From an optimization exercise on the open Yosys and OpenROAD flow, aimed at small area, a short achievable clock period and few clock cycles; shortcuts taken in it are not production practice.
Where RTL was checked, it was by simulation tests only, not by an equivalence proof against the original.
No functional check of the RTL was part of run 2.

==> flow/design.v (outline; a module is shown in full before it is edited, if it fits) <==
// module ytydla_cmac: 3066 lines
module ytydla_cmac(ytydla_core_clk,
                   ytydla_core_rst_n,
                   mem2cmac_valid,
                   mem2cmac_dat_0,
                   mem2cmac_dat_1,
                   mem2cmac_dat_2,
                   mem2cmac_dat_3,
                   mem2cmac_dat_4,
                   mem2cmac_dat_5,
                   mem2cmac_dat_6,
                   mem2cmac_dat_7,
                   mem2cmac_dat_size,
                   mem2cmac_wt_0,
                   mem2cmac_wt_1,
                   mem2cmac_wt_2,
                   mem2cmac_wt_3,
                   mem2cmac_wt_4,
                   mem2cmac_wt_5,
                   mem2cmac_wt_6,
                   mem2cmac_wt_7,
                   cmac2mem_result,
                   cmac2mem_valid);
  // ...
==> flow/flow/run.sh <==
#!/bin/bash
# The standard layout (the standard.sh, all ORFS steps unchanged), except that the port
# buffers that global placement inserts use the plain sky130 buffer cell named below instead
# of the cell buffer_ports picks by default (a clock delay buffer).
set -euo pipefail
export BUFFER_PORTS_ARGS="-buffer_cell sky130_fd_sc_hd__buf_1"
bash standard.sh > standard_flow.log 2>&1
==> flow/standard.sh <==
#!/bin/bash
# synth_recipe.tcl (not shown) runs the flow's synth.tcl, then flattens the netlist and writes it again
# the make line also repeats each setting of config.mk as NAME=value (left out here)
make -C /OpenROAD-flow-scripts/flow DESIGN_CONFIG=/design/flow/config.mk WORK_HOME=/design/flow/orfs CLKGATE_MAP_FILE= SYNTH_SCRIPT=/design/flow/synth_recipe.tcl "${@:-finish}"
==> flow/config.mk <==
export PLATFORM = sky130hd
export DESIGN_NAME = ytydla_cmac
export DESIGN_NICKNAME = ytydla_cmac
export VERILOG_FILES = /design/flow/design.v
export SDC_FILE = /design/flow/constraint.sdc
export NUM_CORES = 4
export LEC_CHECK = 0
export CAP_MARGIN = 20
export CORE_MARGIN = 2
export CORE_UTILIZATION = 45
export PLACE_DENSITY = 0.6
export SETUP_SLACK_MARGIN = 4.0
export SLEW_MARGIN = 20
==> flow/constraint.sdc <==
create_clock -name core_clock -period 9.0 [get_ports {ytydla_core_clk}]
set_input_delay 1.8000 -clock core_clock [delete_from_list [all_inputs] [get_ports {ytydla_core_clk}]]
set_output_delay 1.8000 -clock core_clock [all_outputs]
set_load 0.01 [all_outputs]
==> impl_metrics.toml, run 1 <==
[status]
status = "no timing/DRC/antenna violations"

[synth]
synth_top_flop_cell = "dfxtp_1"
syn_nets = 4210
synthMuxAreaShare_pct = 7.79
synthSimpleGateAreaFrac_pct = 9.31
yosys.area.top_type_share_pct = 24.5
synth_top_cell_by_area = "fa_1"
ys.warnings.count = 3
async_reset_ff_share_pct = 1.02
synth_top_family_by_area = "adder cells"
yosysMostFrequentCell = "inv_1"

[floorplanning]
die-area_sq_um = 67600
taps = 855
start_util_pct = 45.6
die-width_um = 260

[final_layout]
seq_cell_count = 196
fill_cells = 6332
final_cell_mix = "buf_1 (574), inv_1 (395), fa_1 (360)"
finalNetCount = 4605
biggestCellCategory = "multi-input combinational cells"
n_antenna_cell = 24

[routing]
drtPass1Iterations = 7
remaining_drc_errors = 0
wl_met1_um = 58500
drtIter0Drc = 4392

[place]
io_buffers = 579

[clock_tree]
clock_sinks = 196
holdBufCountCts = 0
cts_max_level = 4
clk_pin_slew_ps = 80

[global_route]
antenna_found_initial = 31
grt_use_met3_pct = 13.0

[worst_setup_path]
worstPathRequired_ps = 7200
cp_cell_sequence = "ha_4 > inv_2 > fa_2 > nor2b_4 > o31ai_2 > a211o_1 > a21o_1 > a31oi_4 > a211oi_2 > o31ai_1 > a21oi_1 > xnor2_1 > buf_2"
r2r_slack_ps = 4080
cp_num_buf_inv = 2
r2r-end = "accC[12]"
r2r-start = "dr0[6]"

[sta]
finClkSkew_ps = 14.5
worstMarginPinSlew_ps = 1070
Testbench counts, summed over its fixed seeds: cycles 16,597.
==> run 2: changes to the inputs <==
--- a/flow/design.v
+++ b/flow/design.v
@@ -1,8 +1,339 @@
+module ytydla_cmac_add(input [31:0] a, input [31:0] b, output [31:0] s);
+    wire [31:0] op = a ^ b;
+    wire [31:0] og0 = a & b;
+    wire [31:0] opp0 = op;
+    wire [31:0] og1, opp1;
+    assign og1[0] = og0[0];
+    assign opp1[0] = opp0[0];
+    assign og1[1] = og0[1] | (opp0[1] & og0[0]);
+    assign opp1[1] = opp0[1] & opp0[0];
+    assign og1[2] = og0[2] | (opp0[2] & og0[1]);
+    assign opp1[2] = opp0[2] & opp0[1];
+    assign og1[3] = og0[3] | (opp0[3] & og0[2]);
+    assign opp1[3] = opp0[3] & opp0[2];
+    assign og1[4] = og0[4] | (opp0[4] & og0[3]);
+    assign opp1[4] = opp0[4] & opp0[3];
+    assign og1[5] = og0[5] | (opp0[5] & og0[4]);
+    assign opp1[5] = opp0[5] & opp0[4];
+    assign og1[6] = og0[6] | (opp0[6] & og0[5]);
+    assign opp1[6] = opp0[6] & opp0[5];
+    assign og1[7] = og0[7] | (opp0[7] & og0[6]);
+    assign opp1[7] = opp0[7] & opp0[6];
+    assign og1[8] = og0[8] | (opp0[8] & og0[7]);
+    assign opp1[8] = opp0[8] & opp0[7];
+    assign og1[9] = og0[9] | (opp0[9] & og0[8]);
+    assign opp1[9] = opp0[9] & opp0[8];
+    assign og1[10] = og0[10] | (opp0[10] & og0[9]);
+    assign opp1[10] = opp0[10] & opp0[9];
+    assign og1[11] = og0[11] | (opp0[11] & og0[10]);
+    assign opp1[11] = opp0[11] & opp0[10];
+    assign og1[12] = og0[12] | (opp0[12] & og0[11]);
+    assign opp1[12] = opp0[12] & opp0[11];
+    assign og1[13] = og0[13] | (opp0[13] & og0[12]);
+    assign opp1[13] = opp0[13] & opp0[12];
+    assign og1[14] = og0[14] | (opp0[14] & og0[13]);
+    assign opp1[14] = opp0[14] & opp0[13];
+    assign og1[15] = og0[15] | (opp0[15] & og0[14]);
+    assign opp1[15] = opp0[15] & opp0[14];
+    assign og1[16] = og0[16] | (opp0[16] & og0[15]);
+    assign opp1[16] = opp0[16] & opp0[15];
+    assign og1[17] = og0[17] | (opp0[17] & og0[16]);
+    assign opp1[17] = opp0[17] & opp0[16];
+    assign og1[18] = og0[18] | (opp0[18] & og0[17]);
+    assign opp1[18] = opp0[18] & opp0[17];
+    assign og1[19] = og0[19] | (opp0[19] & og0[18]);
+    assign opp1[19] = opp0[19] & opp0[18];
+    assign og1[20] = og0[20] | (opp0[20] & og0[19]);
+    assign opp1[20] = opp0[20] & opp0[19];
+    assign og1[21] = og0[21] | (opp0[21] & og0[20]);
+    assign opp1[21] = opp0[21] & opp0[20];
+    assign og1[22] = og0[22] | (opp0[22] & og0[21]);
+    assign opp1[22] = opp0[22] & opp0[21];
+    assign og1[23] = og0[23] | (opp0[23] & og0[22]);
+    assign opp1[23] = opp0[23] & opp0[22];
+    assign og1[24] = og0[24] | (opp0[24] & og0[23]);
+    assign opp1[24] = opp0[24] & opp0[23];
+    assign og1[25] = og0[25] | (opp0[25] & og0[24]);
+    assign opp1[25] = opp0[25] & opp0[24];
+    assign og1[26] = og0[26] | (opp0[26] & og0[25]);
+    assign opp1[26] = opp0[26] & opp0[25];
+    assign og1[27] = og0[27] | (opp0[27] & og0[26]);
+    assign opp1[27] = opp0[27] & opp0[26];
+    assign og1[28] = og0[28] | (opp0[28] & og0[27]);
+    assign opp1[28] = opp0[28] & opp0[27];
+    assign og1[29] = og0[29] | (opp0[29] & og0[28]);
+    assign opp1[29] = opp0[29] & opp0[28];
+    assign og1[30] = og0[30] | (opp0[30] & og0[29]);
+    assign opp1[30] = opp0[30] & opp0[29];
+    assign og1[31] = og0[31] | (opp0[31] & og0[30]);
+    assign opp1[31] = opp0[31] & opp0[30];
+    wire [31:0] og2, opp2;
+    assign og2[0] = og1[0];
+    assign opp2[0] = opp1[0];
+    assign og2[1] = og1[1];
+    assign opp2[1] = opp1[1];
+    assign og2[2] = og1[2] | (opp1[2] & og1[0]);
+    assign opp2[2] = opp1[2] & opp1[0];
+    assign og2[3] = og1[3] | (opp1[3] & og1[1]);
+    assign opp2[3] = opp1[3] & opp1[1];
+    assign og2[4] = og1[4] | (opp1[4] & og1[2]);
+    assign opp2[4] = opp1[4] & opp1[2];
+    assign og2[5] = og1[5] | (opp1[5] & og1[3]);
+    assign opp2[5] = opp1[5] & opp1[3];
+    assign og2[6] = og1[6] | (opp1[6] & og1[4]);
+    assign opp2[6] = opp1[6] & opp1[4];
+    assign og2[7] = og1[7] | (opp1[7] & og1[5]);
+    assign opp2[7] = opp1[7] & opp1[5];
+    assign og2[8] = og1[8] | (opp1[8] & og1[6]);
+    assign opp2[8] = opp1[8] & opp1[6];
+    assign og2[9] = og1[9] | (opp1[9] & og1[7]);
+    assign opp2[9] = opp1[9] & opp1[7];
+    assign og2[10] = og1[10] | (opp1[10] & og1[8]);
+    assign opp2[10] = opp1[10] & opp1[8];
+    assign og2[11] = og1[11] | (opp1[11] & og1[9]);
+    assign opp2[11] = opp1[11] & opp1[9];
+    assign og2[12] = og1[12] | (opp1[12] & og1[10]);
+    assign opp2[12] = opp1[12] & opp1[10];
+    assign og2[13] = og1[13] | (opp1[13] & og1[11]);
+    assign opp2[13] = opp1[13] & opp1[11];
+    assign og2[14] = og1[14] | (opp1[14] & og1[12]);
+    assign opp2[14] = opp1[14] & opp1[12];
+    assign og2[15] = og1[15] | (opp1[15] & og1[13]);
+    assign opp2[15] = opp1[15] & opp1[13];
+    assign og2[16] = og1[16] | (opp1[16] & og1[14]);
+    assign opp2[16] = opp1[16] & opp1[14];
+    assign og2[17] = og1[17] | (opp1[17] & og1[15]);
+    assign opp2[17] = opp1[17] & opp1[15];
+    assign og2[18] = og1[18] | (opp1[18] & og1[16]);
+    assign opp2[18] = opp1[18] & opp1[16];
+    assign og2[19] = og1[19] | (opp1[19] & og1[17]);
+    assign opp2[19] = opp1[19] & opp1[17];
+    assign og2[20] = og1[20] | (opp1[20] & og1[18]);
+    assign opp2[20] = opp1[20] & opp1[18];
+    assign og2[21] = og1[21] | (opp1[21] & og1[19]);
+    assign opp2[21] = opp1[21] & opp1[19];
+    assign og2[22] = og1[22] | (opp1[22] & og1[20]);
+    assign opp2[22] = opp1[22] & opp1[20];
+    assign og2[23] = og1[23] | (opp1[23] & og1[21]);
+    assign opp2[23] = opp1[23] & opp1[21];
+    assign og2[24] = og1[24] | (opp1[24] & og1[22]);
+    assign opp2[24] = opp1[24] & opp1[22];
+    assign og2[25] = og1[25] | (opp1[25] & og1[23]);
+    assign opp2[25] = opp1[25] & opp1[23];
+    assign og2[26] = og1[26] | (opp1[26] & og1[24]);
+    assign opp2[26] = opp1[26] & opp1[24];
+    assign og2[27] = og1[27] | (opp1[27] & og1[25]);
+    assign opp2[27] = opp1[27] & opp1[25];
+    assign og2[28] = og1[28] | (opp1[28] & og1[26]);
+    assign opp2[28] = opp1[28] & opp1[26];
+    assign og2[29] = og1[29] | (opp1[29] & og1[27]);
+    assign opp2[29] = opp1[29] & opp1[27];
+    assign og2[30] = og1[30] | (opp1[30] & og1[28]);
+    assign opp2[30] = opp1[30] & opp1[28];
+    assign og2[31] = og1[31] | (opp1[31] & og1[29]);
+    assign opp2[31] = opp1[31] & opp1[29];
+    wire [31:0] og3, opp3;
+    assign og3[0] = og2[0];
+    assign opp3[0] = opp2[0];
+    assign og3[1] = og2[1];
+    assign opp3[1] = opp2[1];
+    assign og3[2] = og2[2];
+    assign opp3[2] = opp2[2];
+    assign og3[3] = og2[3];
+    assign opp3[3] = opp2[3];
+    assign og3[4] = og2[4] | (opp2[4] & og2[0]);
+    assign opp3[4] = opp2[4] & opp2[0];
+    assign og3[5] = og2[5] | (opp2[5] & og2[1]);
+    assign opp3[5] = opp2[5] & opp2[1];
+    assign og3[6] = og2[6] | (opp2[6] & og2[2]);
+    assign opp3[6] = opp2[6] & opp2[2];
+    assign og3[7] = og2[7] | (opp2[7] & og2[3]);
+    assign opp3[7] = opp2[7] & opp2[3];
+    assign og3[8] = og2[8] | (opp2[8] & og2[4]);
+    assign opp3[8] = opp2[8] & opp2[4];
+    assign og3[9] = og2[9] | (opp2[9] & og2[5]);
+    assign opp3[9] = opp2[9] & opp2[5];
+    assign og3[10] = og2[10] | (opp2[10] & og2[6]);
+    assign opp3[10] = opp2[10] & opp2[6];
+    assign og3[11] = og2[11] | (opp2[11] & og2[7]);
+    assign opp3[11] = opp2[11] & opp2[7];
+    assign og3[12] = og2[12] | (opp2[12] & og2[8]);
+    assign opp3[12] = opp2[12] & opp2[8];
+    assign og3[13] = og2[13] | (opp2[13] & og2[9]);
+    assign opp3[13] = opp2[13] & opp2[9];
+    assign og3[14] = og2[14] | (opp2[14] & og2[10]);
+    assign opp3[14] = opp2[14] & opp2[10];
+    assign og3[15] = og2[15] | (opp2[15] & og2[11]);
+    assign opp3[15] = opp2[15] & opp2[11];
+    assign og3[16] = og2[16] | (opp2[16] & og2[12]);
+    assign opp3[16] = opp2[16] & opp2[12];
+    assign og3[17] = og2[17] | (opp2[17] & og2[13]);
+    assign opp3[17] = opp2[17] & opp2[13];
+    assign og3[18] = og2[18] | (opp2[18] & og2[14]);
+    assign opp3[18] = opp2[18] & opp2[14];
+    assign og3[19] = og2[19] | (opp2[19] & og2[15]);
+    assign opp3[19] = opp2[19] & opp2[15];
+    assign og3[20] = og2[20] | (opp2[20] & og2[16]);
+    assign opp3[20] = opp2[20] & opp2[16];
+    assign og3[21] = og2[21] | (opp2[21] & og2[17]);
+    assign opp3[21] = opp2[21] & opp2[17];
+    assign og3[22] = og2[22] | (opp2[22] & og2[18]);
+    assign opp3[22] = opp2[22] & opp2[18];
+    assign og3[23] = og2[23] | (opp2[23] & og2[19]);
+    assign opp3[23] = opp2[23] & opp2[19];
+    assign og3[24] = og2[24] | (opp2[24] & og2[20]);
+    assign opp3[24] = opp2[24] & opp2[20];
+    assign og3[25] = og2[25] | (opp2[25] & og2[21]);
+    assign opp3[25] = opp2[25] & opp2[21];
+    assign og3[26] = og2[26] | (opp2[26] & og2[22]);
+    assign opp3[26] = opp2[26] & opp2[22];
+    assign og3[27] = og2[27] | (opp2[27] & og2[23]);
+    assign opp3[27] = opp2[27] & opp2[23];
+    assign og3[28] = og2[28] | (opp2[28] & og2[24]);
+    assign opp3[28] = opp2[28] & opp2[24];
+    assign og3[29] = og2[29] | (opp2[29] & og2[25]);
+    assign opp3[29] = opp2[29] & opp2[25];
+    assign og3[30] = og2[30] | (opp2[30] & og2[26]);
+    assign opp3[30] = opp2[30] & opp2[26];
+    assign og3[31] = og2[31] | (opp2[31] & og2[27]);
+    assign opp3[31] = opp2[31] & opp2[27];
+    wire [31:0] og4, opp4;
+    assign og4[0] = og3[0];
+    assign opp4[0] = opp3[0];
+    assign og4[1] = og3[1];
+    assign opp4[1] = opp3[1];
+    assign og4[2] = og3[2];
+    assign opp4[2] = opp3[2];
+    assign og4[3] = og3[3];
+    assign opp4[3] = opp3[3];
+    assign og4[4] = og3[4];
+    assign opp4[4] = opp3[4];
+    assign og4[5] = og3[5];
+    assign opp4[5] = opp3[5];
+    assign og4[6] = og3[6];
+    assign opp4[6] = opp3[6];
+    assign og4[7] = og3[7];
+    assign opp4[7] = opp3[7];
+    assign og4[8] = og3[8] | (opp3[8] & og3[0]);
+    assign opp4[8] = opp3[8] & opp3[0];
+    assign og4[9] = og3[9] | (opp3[9] & og3[1]);
+    assign opp4[9] = opp3[9] & opp3[1];
+    assign og4[10] = og3[10] | (opp3[10] & og3[2]);
+    assign opp4[10] = opp3[10] & opp3[2];
+    assign og4[11] = og3[11] | (opp3[11] & og3[3]);
+    assign opp4[11] = opp3[11] & opp3[3];
+    assign og4[12] = og3[12] | (opp3[12] & og3[4]);
+    assign opp4[12] = opp3[12] & opp3[4];
+    assign og4[13] = og3[13] | (opp3[13] & og3[5]);
+    assign opp4[13] = opp3[13] & opp3[5];
+    assign og4[14] = og3[14] | (opp3[14] & og3[6]);
+    assign opp4[14] = opp3[14] & opp3[6];
+    assign og4[15] = og3[15] | (opp3[15] & og3[7]);
+    assign opp4[15] = opp3[15] & opp3[7];
+    assign og4[16] = og3[16] | (opp3[16] & og3[8]);
+    assign opp4[16] = opp3[16] & opp3[8];
+    assign og4[17] = og3[17] | (opp3[17] & og3[9]);
+    assign opp4[17] = opp3[17] & opp3[9];
+    assign og4[18] = og3[18] | (opp3[18] & og3[10]);
+    assign opp4[18] = opp3[18] & opp3[10];
+    assign og4[19] = og3[19] | (opp3[19] & og3[11]);
+    assign opp4[19] = opp3[19] & opp3[11];
+    assign og4[20] = og3[20] | (opp3[20] & og3[12]);
+    assign opp4[20] = opp3[20] & opp3[12];
+    assign og4[21] = og3[21] | (opp3[21] & og3[13]);
+    assign opp4[21] = opp3[21] & opp3[13];
+    assign og4[22] = og3[22] | (opp3[22] & og3[14]);
+    assign opp4[22] = opp3[22] & opp3[14];
+    assign og4[23] = og3[23] | (opp3[23] & og3[15]);
+    assign opp4[23] = opp3[23] & opp3[15];
+    assign og4[24] = og3[24] | (opp3[24] & og3[16]);
+    assign opp4[24] = opp3[24] & opp3[16];
+    assign og4[25] = og3[25] | (opp3[25] & og3[17]);
+    assign opp4[25] = opp3[25] & opp3[17];
+    assign og4[26] = og3[26] | (opp3[26] & og3[18]);
+    assign opp4[26] = opp3[26] & opp3[18];
+    assign og4[27] = og3[27] | (opp3[27] & og3[19]);
+    assign opp4[27] = opp3[27] & opp3[19];
+    assign og4[28] = og3[28] | (opp3[28] & og3[20]);
+    assign opp4[28] = opp3[28] & opp3[20];
+    assign og4[29] = og3[29] | (opp3[29] & og3[21]);
+    assign opp4[29] = opp3[29] & opp3[21];
+    assign og4[30] = og3[30] | (opp3[30] & og3[22]);
+    assign opp4[30] = opp3[30] & opp3[22];
+    assign og4[31] = og3[31] | (opp3[31] & og3[23]);
+    assign opp4[31] = opp3[31] & opp3[23];
+    wire [31:0] og5, opp5;
+    assign og5[0] = og4[0];
+    assign opp5[0] = opp4[0];
+    assign og5[1] = og4[1];
+    assign opp5[1] = opp4[1];
+    assign og5[2] = og4[2];
+    assign opp5[2] = opp4[2];
+    assign og5[3] = og4[3];
+    assign opp5[3] = opp4[3];
+    assign og5[4] = og4[4];
+    assign opp5[4] = opp4[4];
+    assign og5[5] = og4[5];
+    assign opp5[5] = opp4[5];
+    assign og5[6] = og4[6];
+    assign opp5[6] = opp4[6];
+    assign og5[7] = og4[7];
+    assign opp5[7] = opp4[7];
+    assign og5[8] = og4[8];
+    assign opp5[8] = opp4[8];
+    assign og5[9] = og4[9];
+    assign opp5[9] = opp4[9];
+    assign og5[10] = og4[10];
+    assign opp5[10] = opp4[10];
+    assign og5[11] = og4[11];
+    assign opp5[11] = opp4[11];
+    assign og5[12] = og4[12];
+    assign opp5[12] = opp4[12];
+    assign og5[13] = og4[13];
+    assign opp5[13] = opp4[13];
+    assign og5[14] = og4[14];
+    assign opp5[14] = opp4[14];
+    assign og5[15] = og4[15];
+    assign opp5[15] = opp4[15];
+    assign og5[16] = og4[16] | (opp4[16] & og4[0]);
+    assign opp5[16] = opp4[16] & opp4[0];
+    assign og5[17] = og4[17] | (opp4[17] & og4[1]);
+    assign opp5[17] = opp4[17] & opp4[1];
+    assign og5[18] = og4[18] | (opp4[18] & og4[2]);
+    assign opp5[18] = opp4[18] & opp4[2];
+    assign og5[19] = og4[19] | (opp4[19] & og4[3]);
+    assign opp5[19] = opp4[19] & opp4[3];
+    assign og5[20] = og4[20] | (opp4[20] & og4[4]);
+    assign opp5[20] = opp4[20] & opp4[4];
+    assign og5[21] = og4[21] | (opp4[21] & og4[5]);
+    assign opp5[21] = opp4[21] & opp4[5];
+    assign og5[22] = og4[22] | (opp4[22] & og4[6]);
+    assign opp5[22] = opp4[22] & opp4[6];
+    assign og5[23] = og4[23] | (opp4[23] & og4[7]);
+    assign opp5[23] = opp4[23] & opp4[7];
+    assign og5[24] = og4[24] | (opp4[24] & og4[8]);
+    assign opp5[24] = opp4[24] & opp4[8];
+    assign og5[25] = og4[25] | (opp4[25] & og4[9]);
+    assign opp5[25] = opp4[25] & opp4[9];
+    assign og5[26] = og4[26] | (opp4[26] & og4[10]);
+    assign opp5[26] = opp4[26] & opp4[10];
+    assign og5[27] = og4[27] | (opp4[27] & og4[11]);
+    assign opp5[27] = opp4[27] & opp4[11];
+    assign og5[28] = og4[28] | (opp4[28] & og4[12]);
+    assign opp5[28] = opp4[28] & opp4[12];
+    assign og5[29] = og4[29] | (opp4[29] & og4[13]);
+    assign opp5[29] = opp4[29] & opp4[13];
+    assign og5[30] = og4[30] | (opp4[30] & og4[14]);
+    assign opp5[30] = opp4[30] & opp4[14];
+    assign og5[31] = og4[31] | (opp4[31] & og4[15]);
+    assign opp5[31] = opp4[31] & opp4[15];
+    assign s = op ^ {og5[30:0], 1'b0};
+endmodule
 module ytydla_cmac(ytydla_core_clk,
                    ytydla_core_rst_n,
                    mem2cmac_valid,
                    mem2cmac_dat_0,
                    mem2cmac_dat_1,
                    mem2cmac_dat_2,
                    mem2cmac_dat_3,
                    mem2cmac_dat_4,
@@ -2729,338 +3060,10 @@
     assign s1065 = c1060 ^ s1063;
     assign c1066 = c1060 & s1063;
     wire  [43:0] nxtS = {c1062, c1058, c1054, c1050, c1046, c1042, c1038, c1034, c1030, c1022, c1014, c1002, c990, c974, c958, c938, c918, c894, c870, c842, c814, c782, c750, c714, c678, c640, c602, c564, c530, c496, c466, c434, c426, c418, c410, c402, c394, c386, c378, s375, s367, c356, s353, s349};
     wire  [43:0] nxtC = {s1065, s1061, s1057, s1053, s1049, s1045, s1041, s1037, s1033, s1029, s1021, s1013, s1001, s989, s973, s957, s937, s917, s893, s869, s841, s813, s781, s749, s713, s677, s639, s601, s563, s529, s495, s465, s433, s425, s417, s409, s401, s393, s385, s377, s369, s361, s355, s351};
     always_ff @(posedge ytydla_core_clk) begin
         accS <= nxtS;
         accC <= nxtC;
     end
-    wire [31:0] op = accS[43:12] ^ accC[43:12];
-    wire [31:0] og0 = accS[43:12] & accC[43:12];
-    wire [31:0] opp0 = op;
-    wire [31:0] og1, opp1;
-    assign og1[0] = og0[0];
-    assign opp1[0] = opp0[0];
-    assign og1[1] = og0[1] | (opp0[1] & og0[0]);
-    assign opp1[1] = opp0[1] & opp0[0];
-    assign og1[2] = og0[2] | (opp0[2] & og0[1]);
-    assign opp1[2] = opp0[2] & opp0[1];
-    assign og1[3] = og0[3] | (opp0[3] & og0[2]);
-    assign opp1[3] = opp0[3] & opp0[2];
-    assign og1[4] = og0[4] | (opp0[4] & og0[3]);
-    assign opp1[4] = opp0[4] & opp0[3];
-    assign og1[5] = og0[5] | (opp0[5] & og0[4]);
-    assign opp1[5] = opp0[5] & opp0[4];
-    assign og1[6] = og0[6] | (opp0[6] & og0[5]);
-    assign opp1[6] = opp0[6] & opp0[5];
-    assign og1[7] = og0[7] | (opp0[7] & og0[6]);
-    assign opp1[7] = opp0[7] & opp0[6];
-    assign og1[8] = og0[8] | (opp0[8] & og0[7]);
-    assign opp1[8] = opp0[8] & opp0[7];
-    assign og1[9] = og0[9] | (opp0[9] & og0[8]);
-    assign opp1[9] = opp0[9] & opp0[8];
-    assign og1[10] = og0[10] | (opp0[10] & og0[9]);
-    assign opp1[10] = opp0[10] & opp0[9];
-    assign og1[11] = og0[11] | (opp0[11] & og0[10]);
-    assign opp1[11] = opp0[11] & opp0[10];
-    assign og1[12] = og0[12] | (opp0[12] & og0[11]);
-    assign opp1[12] = opp0[12] & opp0[11];
-    assign og1[13] = og0[13] | (opp0[13] & og0[12]);
-    assign opp1[13] = opp0[13] & opp0[12];
-    assign og1[14] = og0[14] | (opp0[14] & og0[13]);
-    assign opp1[14] = opp0[14] & opp0[13];
-    assign og1[15] = og0[15] | (opp0[15] & og0[14]);
-    assign opp1[15] = opp0[15] & opp0[14];
-    assign og1[16] = og0[16] | (opp0[16] & og0[15]);
-    assign opp1[16] = opp0[16] & opp0[15];
-    assign og1[17] = og0[17] | (opp0[17] & og0[16]);
-    assign opp1[17] = opp0[17] & opp0[16];
-    assign og1[18] = og0[18] | (opp0[18] & og0[17]);
-    assign opp1[18] = opp0[18] & opp0[17];
-    assign og1[19] = og0[19] | (opp0[19] & og0[18]);
-    assign opp1[19] = opp0[19] & opp0[18];
-    assign og1[20] = og0[20] | (opp0[20] & og0[19]);
-    assign opp1[20] = opp0[20] & opp0[19];
-    assign og1[21] = og0[21] | (opp0[21] & og0[20]);
-    assign opp1[21] = opp0[21] & opp0[20];
-    assign og1[22] = og0[22] | (opp0[22] & og0[21]);
-    assign opp1[22] = opp0[22] & opp0[21];
-    assign og1[23] = og0[23] | (opp0[23] & og0[22]);
-    assign opp1[23] = opp0[23] & opp0[22];
-    assign og1[24] = og0[24] | (opp0[24] & og0[23]);
-    assign opp1[24] = opp0[24] & opp0[23];
-    assign og1[25] = og0[25] | (opp0[25] & og0[24]);
-    assign opp1[25] = opp0[25] & opp0[24];
-    assign og1[26] = og0[26] | (opp0[26] & og0[25]);
-    assign opp1[26] = opp0[26] & opp0[25];
-    assign og1[27] = og0[27] | (opp0[27] & og0[26]);
-    assign opp1[27] = opp0[27] & opp0[26];
-    assign og1[28] = og0[28] | (opp0[28] & og0[27]);
-    assign opp1[28] = opp0[28] & opp0[27];
-    assign og1[29] = og0[29] | (opp0[29] & og0[28]);
-    assign opp1[29] = opp0[29] & opp0[28];
-    assign og1[30] = og0[30] | (opp0[30] & og0[29]);
-    assign opp1[30] = opp0[30] & opp0[29];
-    assign og1[31] = og0[31] | (opp0[31] & og0[30]);
-    assign opp1[31] = opp0[31] & opp0[30];
-    wire [31:0] og2, opp2;
-    assign og2[0] = og1[0];
-    assign opp2[0] = opp1[0];
-    assign og2[1] = og1[1];
-    assign opp2[1] = opp1[1];
-    assign og2[2] = og1[2] | (opp1[2] & og1[0]);
-    assign opp2[2] = opp1[2] & opp1[0];
-    assign og2[3] = og1[3] | (opp1[3] & og1[1]);
-    assign opp2[3] = opp1[3] & opp1[1];
-    assign og2[4] = og1[4] | (opp1[4] & og1[2]);
-    assign opp2[4] = opp1[4] & opp1[2];
-    assign og2[5] = og1[5] | (opp1[5] & og1[3]);
-    assign opp2[5] = opp1[5] & opp1[3];
-    assign og2[6] = og1[6] | (opp1[6] & og1[4]);
-    assign opp2[6] = opp1[6] & opp1[4];
-    assign og2[7] = og1[7] | (opp1[7] & og1[5]);
-    assign opp2[7] = opp1[7] & opp1[5];
-    assign og2[8] = og1[8] | (opp1[8] & og1[6]);
-    assign opp2[8] = opp1[8] & opp1[6];
-    assign og2[9] = og1[9] | (opp1[9] & og1[7]);
-    assign opp2[9] = opp1[9] & opp1[7];
-    assign og2[10] = og1[10] | (opp1[10] & og1[8]);
-    assign opp2[10] = opp1[10] & opp1[8];
-    assign og2[11] = og1[11] | (opp1[11] & og1[9]);
-    assign opp2[11] = opp1[11] & opp1[9];
-    assign og2[12] = og1[12] | (opp1[12] & og1[10]);
-    assign opp2[12] = opp1[12] & opp1[10];
-    assign og2[13] = og1[13] | (opp1[13] & og1[11]);
-    assign opp2[13] = opp1[13] & opp1[11];
-    assign og2[14] = og1[14] | (opp1[14] & og1[12]);
-    assign opp2[14] = opp1[14] & opp1[12];
-    assign og2[15] = og1[15] | (opp1[15] & og1[13]);
-    assign opp2[15] = opp1[15] & opp1[13];
-    assign og2[16] = og1[16] | (opp1[16] & og1[14]);
-    assign opp2[16] = opp1[16] & opp1[14];
-    assign og2[17] = og1[17] | (opp1[17] & og1[15]);
-    assign opp2[17] = opp1[17] & opp1[15];
-    assign og2[18] = og1[18] | (opp1[18] & og1[16]);
-    assign opp2[18] = opp1[18] & opp1[16];
-    assign og2[19] = og1[19] | (opp1[19] & og1[17]);
-    assign opp2[19] = opp1[19] & opp1[17];
-    assign og2[20] = og1[20] | (opp1[20] & og1[18]);
-    assign opp2[20] = opp1[20] & opp1[18];
-    assign og2[21] = og1[21] | (opp1[21] & og1[19]);
-    assign opp2[21] = opp1[21] & opp1[19];
-    assign og2[22] = og1[22] | (opp1[22] & og1[20]);
-    assign opp2[22] = opp1[22] & opp1[20];
-    assign og2[23] = og1[23] | (opp1[23] & og1[21]);
-    assign opp2[23] = opp1[23] & opp1[21];
-    assign og2[24] = og1[24] | (opp1[24] & og1[22]);
-    assign opp2[24] = opp1[24] & opp1[22];
-    assign og2[25] = og1[25] | (opp1[25] & og1[23]);
-    assign opp2[25] = opp1[25] & opp1[23];
-    assign og2[26] = og1[26] | (opp1[26] & og1[24]);
-    assign opp2[26] = opp1[26] & opp1[24];
-    assign og2[27] = og1[27] | (opp1[27] & og1[25]);
-    assign opp2[27] = opp1[27] & opp1[25];
-    assign og2[28] = og1[28] | (opp1[28] & og1[26]);
-    assign opp2[28] = opp1[28] & opp1[26];
-    assign og2[29] = og1[29] | (opp1[29] & og1[27]);
-    assign opp2[29] = opp1[29] & opp1[27];
-    assign og2[30] = og1[30] | (opp1[30] & og1[28]);
-    assign opp2[30] = opp1[30] & opp1[28];
-    assign og2[31] = og1[31] | (opp1[31] & og1[29]);
-    assign opp2[31] = opp1[31] & opp1[29];
-    wire [31:0] og3, opp3;
-    assign og3[0] = og2[0];
-    assign opp3[0] = opp2[0];
-    assign og3[1] = og2[1];
-    assign opp3[1] = opp2[1];
-    assign og3[2] = og2[2];
-    assign opp3[2] = opp2[2];
-    assign og3[3] = og2[3];
-    assign opp3[3] = opp2[3];
-    assign og3[4] = og2[4] | (opp2[4] & og2[0]);
-    assign opp3[4] = opp2[4] & opp2[0];
-    assign og3[5] = og2[5] | (opp2[5] & og2[1]);
-    assign opp3[5] = opp2[5] & opp2[1];
-    assign og3[6] = og2[6] | (opp2[6] & og2[2]);
-    assign opp3[6] = opp2[6] & opp2[2];
-    assign og3[7] = og2[7] | (opp2[7] & og2[3]);
-    assign opp3[7] = opp2[7] & opp2[3];
-    assign og3[8] = og2[8] | (opp2[8] & og2[4]);
-    assign opp3[8] = opp2[8] & opp2[4];
-    assign og3[9] = og2[9] | (opp2[9] & og2[5]);
-    assign opp3[9] = opp2[9] & opp2[5];
-    assign og3[10] = og2[10] | (opp2[10] & og2[6]);
-    assign opp3[10] = opp2[10] & opp2[6];
-    assign og3[11] = og2[11] | (opp2[11] & og2[7]);
-    assign opp3[11] = opp2[11] & opp2[7];
-    assign og3[12] = og2[12] | (opp2[12] & og2[8]);
-    assign opp3[12] = opp2[12] & opp2[8];
-    assign og3[13] = og2[13] | (opp2[13] & og2[9]);
-    assign opp3[13] = opp2[13] & opp2[9];
-    assign og3[14] = og2[14] | (opp2[14] & og2[10]);
-    assign opp3[14] = opp2[14] & opp2[10];
-    assign og3[15] = og2[15] | (opp2[15] & og2[11]);
-    assign opp3[15] = opp2[15] & opp2[11];
-    assign og3[16] = og2[16] | (opp2[16] & og2[12]);
-    assign opp3[16] = opp2[16] & opp2[12];
-    assign og3[17] = og2[17] | (opp2[17] & og2[13]);
-    assign opp3[17] = opp2[17] & opp2[13];
-    assign og3[18] = og2[18] | (opp2[18] & og2[14]);
-    assign opp3[18] = opp2[18] & opp2[14];
-    assign og3[19] = og2[19] | (opp2[19] & og2[15]);
-    assign opp3[19] = opp2[19] & opp2[15];
-    assign og3[20] = og2[20] | (opp2[20] & og2[16]);
-    assign opp3[20] = opp2[20] & opp2[16];
-    assign og3[21] = og2[21] | (opp2[21] & og2[17]);
-    assign opp3[21] = opp2[21] & opp2[17];
-    assign og3[22] = og2[22] | (opp2[22] & og2[18]);
-    assign opp3[22] = opp2[22] & opp2[18];
-    assign og3[23] = og2[23] | (opp2[23] & og2[19]);
-    assign opp3[23] = opp2[23] & opp2[19];
-    assign og3[24] = og2[24] | (opp2[24] & og2[20]);
-    assign opp3[24] = opp2[24] & opp2[20];
-    assign og3[25] = og2[25] | (opp2[25] & og2[21]);
-    assign opp3[25] = opp2[25] & opp2[21];
-    assign og3[26] = og2[26] | (opp2[26] & og2[22]);
-    assign opp3[26] = opp2[26] & opp2[22];
-    assign og3[27] = og2[27] | (opp2[27] & og2[23]);
-    assign opp3[27] = opp2[27] & opp2[23];
-    assign og3[28] = og2[28] | (opp2[28] & og2[24]);
-    assign opp3[28] = opp2[28] & opp2[24];
-    assign og3[29] = og2[29] | (opp2[29] & og2[25]);
-    assign opp3[29] = opp2[29] & opp2[25];
-    assign og3[30] = og2[30] | (opp2[30] & og2[26]);
-    assign opp3[30] = opp2[30] & opp2[26];
-    assign og3[31] = og2[31] | (opp2[31] & og2[27]);
-    assign opp3[31] = opp2[31] & opp2[27];
-    wire [31:0] og4, opp4;
-    assign og4[0] = og3[0];
-    assign opp4[0] = opp3[0];
-    assign og4[1] = og3[1];
-    assign opp4[1] = opp3[1];
-    assign og4[2] = og3[2];
-    assign opp4[2] = opp3[2];
-    assign og4[3] = og3[3];
-    assign opp4[3] = opp3[3];
-    assign og4[4] = og3[4];
-    assign opp4[4] = opp3[4];
-    assign og4[5] = og3[5];
-    assign opp4[5] = opp3[5];
-    assign og4[6] = og3[6];
-    assign opp4[6] = opp3[6];
-    assign og4[7] = og3[7];
-    assign opp4[7] = opp3[7];
-    assign og4[8] = og3[8] | (opp3[8] & og3[0]);
-    assign opp4[8] = opp3[8] & opp3[0];
-    assign og4[9] = og3[9] | (opp3[9] & og3[1]);
-    assign opp4[9] = opp3[9] & opp3[1];
-    assign og4[10] = og3[10] | (opp3[10] & og3[2]);
-    assign opp4[10] = opp3[10] & opp3[2];
-    assign og4[11] = og3[11] | (opp3[11] & og3[3]);
-    assign opp4[11] = opp3[11] & opp3[3];
-    assign og4[12] = og3[12] | (opp3[12] & og3[4]);
-    assign opp4[12] = opp3[12] & opp3[4];
-    assign og4[13] = og3[13] | (opp3[13] & og3[5]);
-    assign opp4[13] = opp3[13] & opp3[5];
-    assign og4[14] = og3[14] | (opp3[14] & og3[6]);
-    assign opp4[14] = opp3[14] & opp3[6];
-    assign og4[15] = og3[15] | (opp3[15] & og3[7]);
-    assign opp4[15] = opp3[15] & opp3[7];
-    assign og4[16] = og3[16] | (opp3[16] & og3[8]);
-    assign opp4[16] = opp3[16] & opp3[8];
-    assign og4[17] = og3[17] | (opp3[17] & og3[9]);
-    assign opp4[17] = opp3[17] & opp3[9];
-    assign og4[18] = og3[18] | (opp3[18] & og3[10]);
-    assign opp4[18] = opp3[18] & opp3[10];
-    assign og4[19] = og3[19] | (opp3[19] & og3[11]);
-    assign opp4[19] = opp3[19] & opp3[11];
-    assign og4[20] = og3[20] | (opp3[20] & og3[12]);
-    assign opp4[20] = opp3[20] & opp3[12];
-    assign og4[21] = og3[21] | (opp3[21] & og3[13]);
-    assign opp4[21] = opp3[21] & opp3[13];
-    assign og4[22] = og3[22] | (opp3[22] & og3[14]);
-    assign opp4[22] = opp3[22] & opp3[14];
-    assign og4[23] = og3[23] | (opp3[23] & og3[15]);
-    assign opp4[23] = opp3[23] & opp3[15];
-    assign og4[24] = og3[24] | (opp3[24] & og3[16]);
-    assign opp4[24] = opp3[24] & opp3[16];
-    assign og4[25] = og3[25] | (opp3[25] & og3[17]);
-    assign opp4[25] = opp3[25] & opp3[17];
-    assign og4[26] = og3[26] | (opp3[26] & og3[18]);
-    assign opp4[26] = opp3[26] & opp3[18];
-    assign og4[27] = og3[27] | (opp3[27] & og3[19]);
-    assign opp4[27] = opp3[27] & opp3[19];
-    assign og4[28] = og3[28] | (opp3[28] & og3[20]);
-    assign opp4[28] = opp3[28] & opp3[20];
-    assign og4[29] = og3[29] | (opp3[29] & og3[21]);
-    assign opp4[29] = opp3[29] & opp3[21];
-    assign og4[30] = og3[30] | (opp3[30] & og3[22]);
-    assign opp4[30] = opp3[30] & opp3[22];
-    assign og4[31] = og3[31] | (opp3[31] & og3[23]);
-    assign opp4[31] = opp3[31] & opp3[23];
-    wire [31:0] og5, opp5;
-    assign og5[0] = og4[0];
-    assign opp5[0] = opp4[0];
-    assign og5[1] = og4[1];
-    assign opp5[1] = opp4[1];
-    assign og5[2] = og4[2];
-    assign opp5[2] = opp4[2];
-    assign og5[3] = og4[3];
-    assign opp5[3] = opp4[3];
-    assign og5[4] = og4[4];
-    assign opp5[4] = opp4[4];
-    assign og5[5] = og4[5];
-    assign opp5[5] = opp4[5];
-    assign og5[6] = og4[6];
-    assign opp5[6] = opp4[6];
-    assign og5[7] = og4[7];
-    assign opp5[7] = opp4[7];
-    assign og5[8] = og4[8];
-    assign opp5[8] = opp4[8];
-    assign og5[9] = og4[9];
-    assign opp5[9] = opp4[9];
-    assign og5[10] = og4[10];
-    assign opp5[10] = opp4[10];
-    assign og5[11] = og4[11];
-    assign opp5[11] = opp4[11];
-    assign og5[12] = og4[12];
-    assign opp5[12] = opp4[12];
-    assign og5[13] = og4[13];
-    assign opp5[13] = opp4[13];
-    assign og5[14] = og4[14];
-    assign opp5[14] = opp4[14];
-    assign og5[15] = og4[15];
-    assign opp5[15] = opp4[15];
-    assign og5[16] = og4[16] | (opp4[16] & og4[0]);
-    assign opp5[16] = opp4[16] & opp4[0];
-    assign og5[17] = og4[17] | (opp4[17] & og4[1]);
-    assign opp5[17] = opp4[17] & opp4[1];
-    assign og5[18] = og4[18] | (opp4[18] & og4[2]);
-    assign opp5[18] = opp4[18] & opp4[2];
-    assign og5[19] = og4[19] | (opp4[19] & og4[3]);
-    assign opp5[19] = opp4[19] & opp4[3];
-    assign og5[20] = og4[20] | (opp4[20] & og4[4]);
-    assign opp5[20] = opp4[20] & opp4[4];
-    assign og5[21] = og4[21] | (opp4[21] & og4[5]);
-    assign opp5[21] = opp4[21] & opp4[5];
-    assign og5[22] = og4[22] | (opp4[22] & og4[6]);
-    assign opp5[22] = opp4[22] & opp4[6];
-    assign og5[23] = og4[23] | (opp4[23] & og4[7]);
-    assign opp5[23] = opp4[23] & opp4[7];
-    assign og5[24] = og4[24] | (opp4[24] & og4[8]);
-    assign opp5[24] = opp4[24] & opp4[8];
-    assign og5[25] = og4[25] | (opp4[25] & og4[9]);
-    assign opp5[25] = opp4[25] & opp4[9];
-    assign og5[26] = og4[26] | (opp4[26] & og4[10]);
-    assign opp5[26] = opp4[26] & opp4[10];
-    assign og5[27] = og4[27] | (opp4[27] & og4[11]);
-    assign opp5[27] = opp4[27] & opp4[11];
-    assign og5[28] = og4[28] | (opp4[28] & og4[12]);
-    assign opp5[28] = opp4[28] & opp4[12];
-    assign og5[29] = og4[29] | (opp4[29] & og4[13]);
-    assign opp5[29] = opp4[29] & opp4[13];
-    assign og5[30] = og4[30] | (opp4[30] & og4[14]);
-    assign opp5[30] = opp4[30] & opp4[14];
-    assign og5[31] = og4[31] | (opp4[31] & og4[15]);
-    assign opp5[31] = opp4[31] & opp4[15];
-    assign cmac2mem_result = op ^ {og5[30:0], 1'b0};
+    ytydla_cmac_add result_add (.a(accS[43:12]), .b(accC[43:12]), .s(cmac2mem_result));
 endmodule
--- a/flow/config.mk
+++ b/flow/config.mk
@@ -6,8 +6,10 @@
 export NUM_CORES = 4
 export LEC_CHECK = 0
 export CAP_MARGIN = 20
 export CORE_MARGIN = 2
 export CORE_UTILIZATION = 45
 export PLACE_DENSITY = 0.6
 export SETUP_SLACK_MARGIN = 4.0
 export SLEW_MARGIN = 20
+export SYNTH_HIERARCHICAL = 1
+export SYNTH_MINIMUM_KEEP_SIZE = 0
==> run 2 against run 1 <==
- highest routed layer unchanged
- core utilization down 0.48 points
- design area up 0.50%
- flip-flop and latch count unchanged
- synthesized cell count up 0.47%
- die area up 1.0%
- non-clock buffer count down 10
==> impl_metrics.toml, run 2 <==
[worst_setup_path]
cp_cell_sequence = "ha_4 > fa_2 > a21o_1 > a221oi_4 > or3_4 > nand3_4 > a221oi_4 > o21ai_2 > or4_1 > and3_1 > buf_1"
crit_family = "compound AO/OA/AOI/OAI gates"
crit_slowest_cell = "or4_1"
arrival_ps = 3350
reg2regPathDepth = 12
crit_fanout = 3
r2r-end = "accC[21]"
r2r_slack_ps = 4040
critical_path_class = "register to primary output"
crit_top_cell = "a221oi_4"
cp_num_buf_inv = 1
r2r-start = "dr1[15]"
cp-end-kind = "primary output"
crit_path_max_incr_delay_ps = 390
cp-start-kind = "register"
worstPathRequired_ps = 7200

[clock_tree]
cts_tree = "yes"
clk_pin_slew_ps = 90
cts_max_level = 4
cts_buffers = 17
holdBufCountCts = 0
clock_sinks = 196
cts_buffer_depth = 2
clock_latency_ps = 520
root_buffer = "clkbuf_16"

[final_layout]
layout_commonest_cell = "buf_1"
stdcell_count = 4494
reg.largest.list = "accC (44), accS (44)"
drive_gt1_share_pct = 9.36
finalNetCount = 4607
final_cell_mix = "buf_1 (574), inv_1 (391), fa_1 (360)"
syn2layout_area_growth_pct = 12.3

[sta]
rsz0062_at_grt = "true"
final-setup-viol-count = 0
period_share_pct = 57.2
holdWs_ps = 490
drv_slew = 0
finClkSkew_ps = 17.0
hold_viol = 0
fin_crit_ps = 5150
clock.fmax_mhz = 194
slew_headroom_pct = 18.9
worstMarginPinSlew_ps = 1200
fin_tns_setup_ps = 0

[floorplanning]
die-width_um = 261
rows = 94
die-area_sq_um = 68300
start_util_pct = 45.4
fp.dieH_um = 261
num_io_pins = 580
coreArea_sq_um = 65600

[flow_run]
maxCapViolations = 0

[place]
io_buffers = 579
place_congestion = 1.17
dp_hpwl_um = 110000
dpl.cell_count = 4409

[hold_path]
hp-start = "k_r[2]"
hold_path_depth = 1
min_to = "s2_fl"
hp-class = "register to register"

[routing]
drtPass1Iterations = 7
wl_per_cell_um = 30.2
vias = 28600
drtIter0Drc = 3500
routed_wl_um = 136000
viasPerCell = 6.35
remaining_drc_errors = 0
antenna_left = 0

[synth]
async_reset_ff_share_pct = 1.02
synth_top_cell_by_area = "fa_1"
avgSynthCellArea_sq_um = 9.27
ys_seq_elements = 196
synth.top_cells.by_count = "inv_1 (397), fa_1 (361), a22oi_1 (355), xnor2_1 (319), clkbuf_1 (205)"
syn_nets = 4225
ys.warnings.count = 9
ys_seq_area_share_pct = 13.2
yosysUniqueCellTypes = 89
yosys.area.top_type_share_pct = 24.2
syn-cell-area_sq_um = 29800
yosysMostFrequentCell = "inv_1"
synth_area_leaders = "fa_1 (24%), dfxtp_1 (13%), xnor2_1 (9.4%)"
synth_top_flop_cell = "dfxtp_1"
synth_edf_count = 0
synth_cells = 3217

[global_route]
grt_first_pass_wirelength_um = 194000
grt_pass1_vias = 28000
grt_overflow = 0
grtUsageTotal_pct = 39.6
grt_max_degree = 74
antenna_found_initial = 21

[status]
status = "no timing/DRC/antenna violations"
run 2: cell type report:
class,instances,area [sq um]
timing repair buffer,660,2820
clock buffer,17,425
inverter,405,1550
multi-input combinational,2319,23300
clock inverter,15,198
antenna,18,45.0
tap,864,1080
sequential,196,4020
fill,6401,32200
run 2: Yosys stat by module, one instance, submodules excluded:
module	copies in the design	flops+latches	cells inside
ytydla_cmac_add	1	0	238
ytydla_cmac	1	196	2979
run 2: layer usage:
metal,share of wire (%),global-route usage (%),vias to the layer above
met2,43,59.8,1848
met3,12,11.0,329
met4,5.9,20.8,6
met1,39,51.9,14200
li1,-,-,12200
met5,0.030,0,-
run 2: kinds of logic after synthesis:
kind of cell / synth area share (%)
AOI/OAI and AO/OA: 20.3
adders and majority gates: 28.7
muxes: 7.72
xor gates and xnor gates: 11.4
and+or+nand+nor: 9.48
buffers and inverters: 9.11
DFF: 13.2
run 2: worst max-delay path by stage:
stage | from | endpoint | slack, ps | depth (start not counted)
2_1_floorplan | bn1[2] | accC[12] | 4180 | 18
3_3_place_gp | mem2cmac_dat_7[17] | phase[1] | 3040 | 10
3_5_place_dp | mem2cmac_dat_7[17] | phase[1] | 3610 | 10
4_1_cts | accC[12] | cmac2mem_result[28] | 3780 | 11
5_1_grt | accC[12] | cmac2mem_result[28] | 3760 | 11
6_report | accC[12] | cmac2mem_result[28] | 3850 | 11
run 2: per-stage QoR:
| step | util (%) | area, sq um | worst slack, ps |
|---|---|---|---|
| 2_1_floorplan | - | 29800 | 4180 |
| 6_report | 51.0 | 33500 | 3850 |
| 4_1_cts | 50.5 | 33100 | 3780 |
| 5_1_grt | 51.0 | 33400 | 3760 |
| 3_5_place_dp | 49.2 | 32300 | 3610 |
| 3_3_place_gp | 49.1 | 32200 | 3040 |
run 2: what timing repair did:
| item | in CTS | in global routing |
|---|---|---|
| gates resized for setup | 42 | 68 |
| pin swaps | 12 | 11 |
| cloned | 0 | 0 |
| endpoints found under the setup margin | 33 | 31 |
| setup buffers | 18 | 17 |

## static timing again, ports no longer ideal
In the flow no input, the clock included, has a driving cell. The finished layouts below were timed again as built, in two steps. Step 1 sets driving cells, clkbuf_16 on the clock port and buf_2 on the other inputs (assumed; they add their load-dependent delay and slew). Step 2, shift: input delay + t, output delay - t, t = (earliest + latest rising clock arrival at the registers) / 2. This alone moves slack from input paths to output paths. Three values: ideal, step 1, step 2; two values: the first two.
| run | t, ns | setup WS [ns] | worst hold slack (ns) | worst data-port slew with drivers (ns) |
|---|---|---|---|---|
| run 1 | 0.569 | 4.028 / 3.972 / 3.587 | 0.554 / 0.554 / 0.554 | 0.18 |
| run 2 | 0.570 | 3.851 / 3.789 / 3.659 | 0.490 / 0.490 / 0.490 | 0.16 |
After both steps setup and hold are still met in every run listed. The setup slack of run 1, which loses most, moves by -0.056 ns with the drivers and by -0.441 ns with both steps.
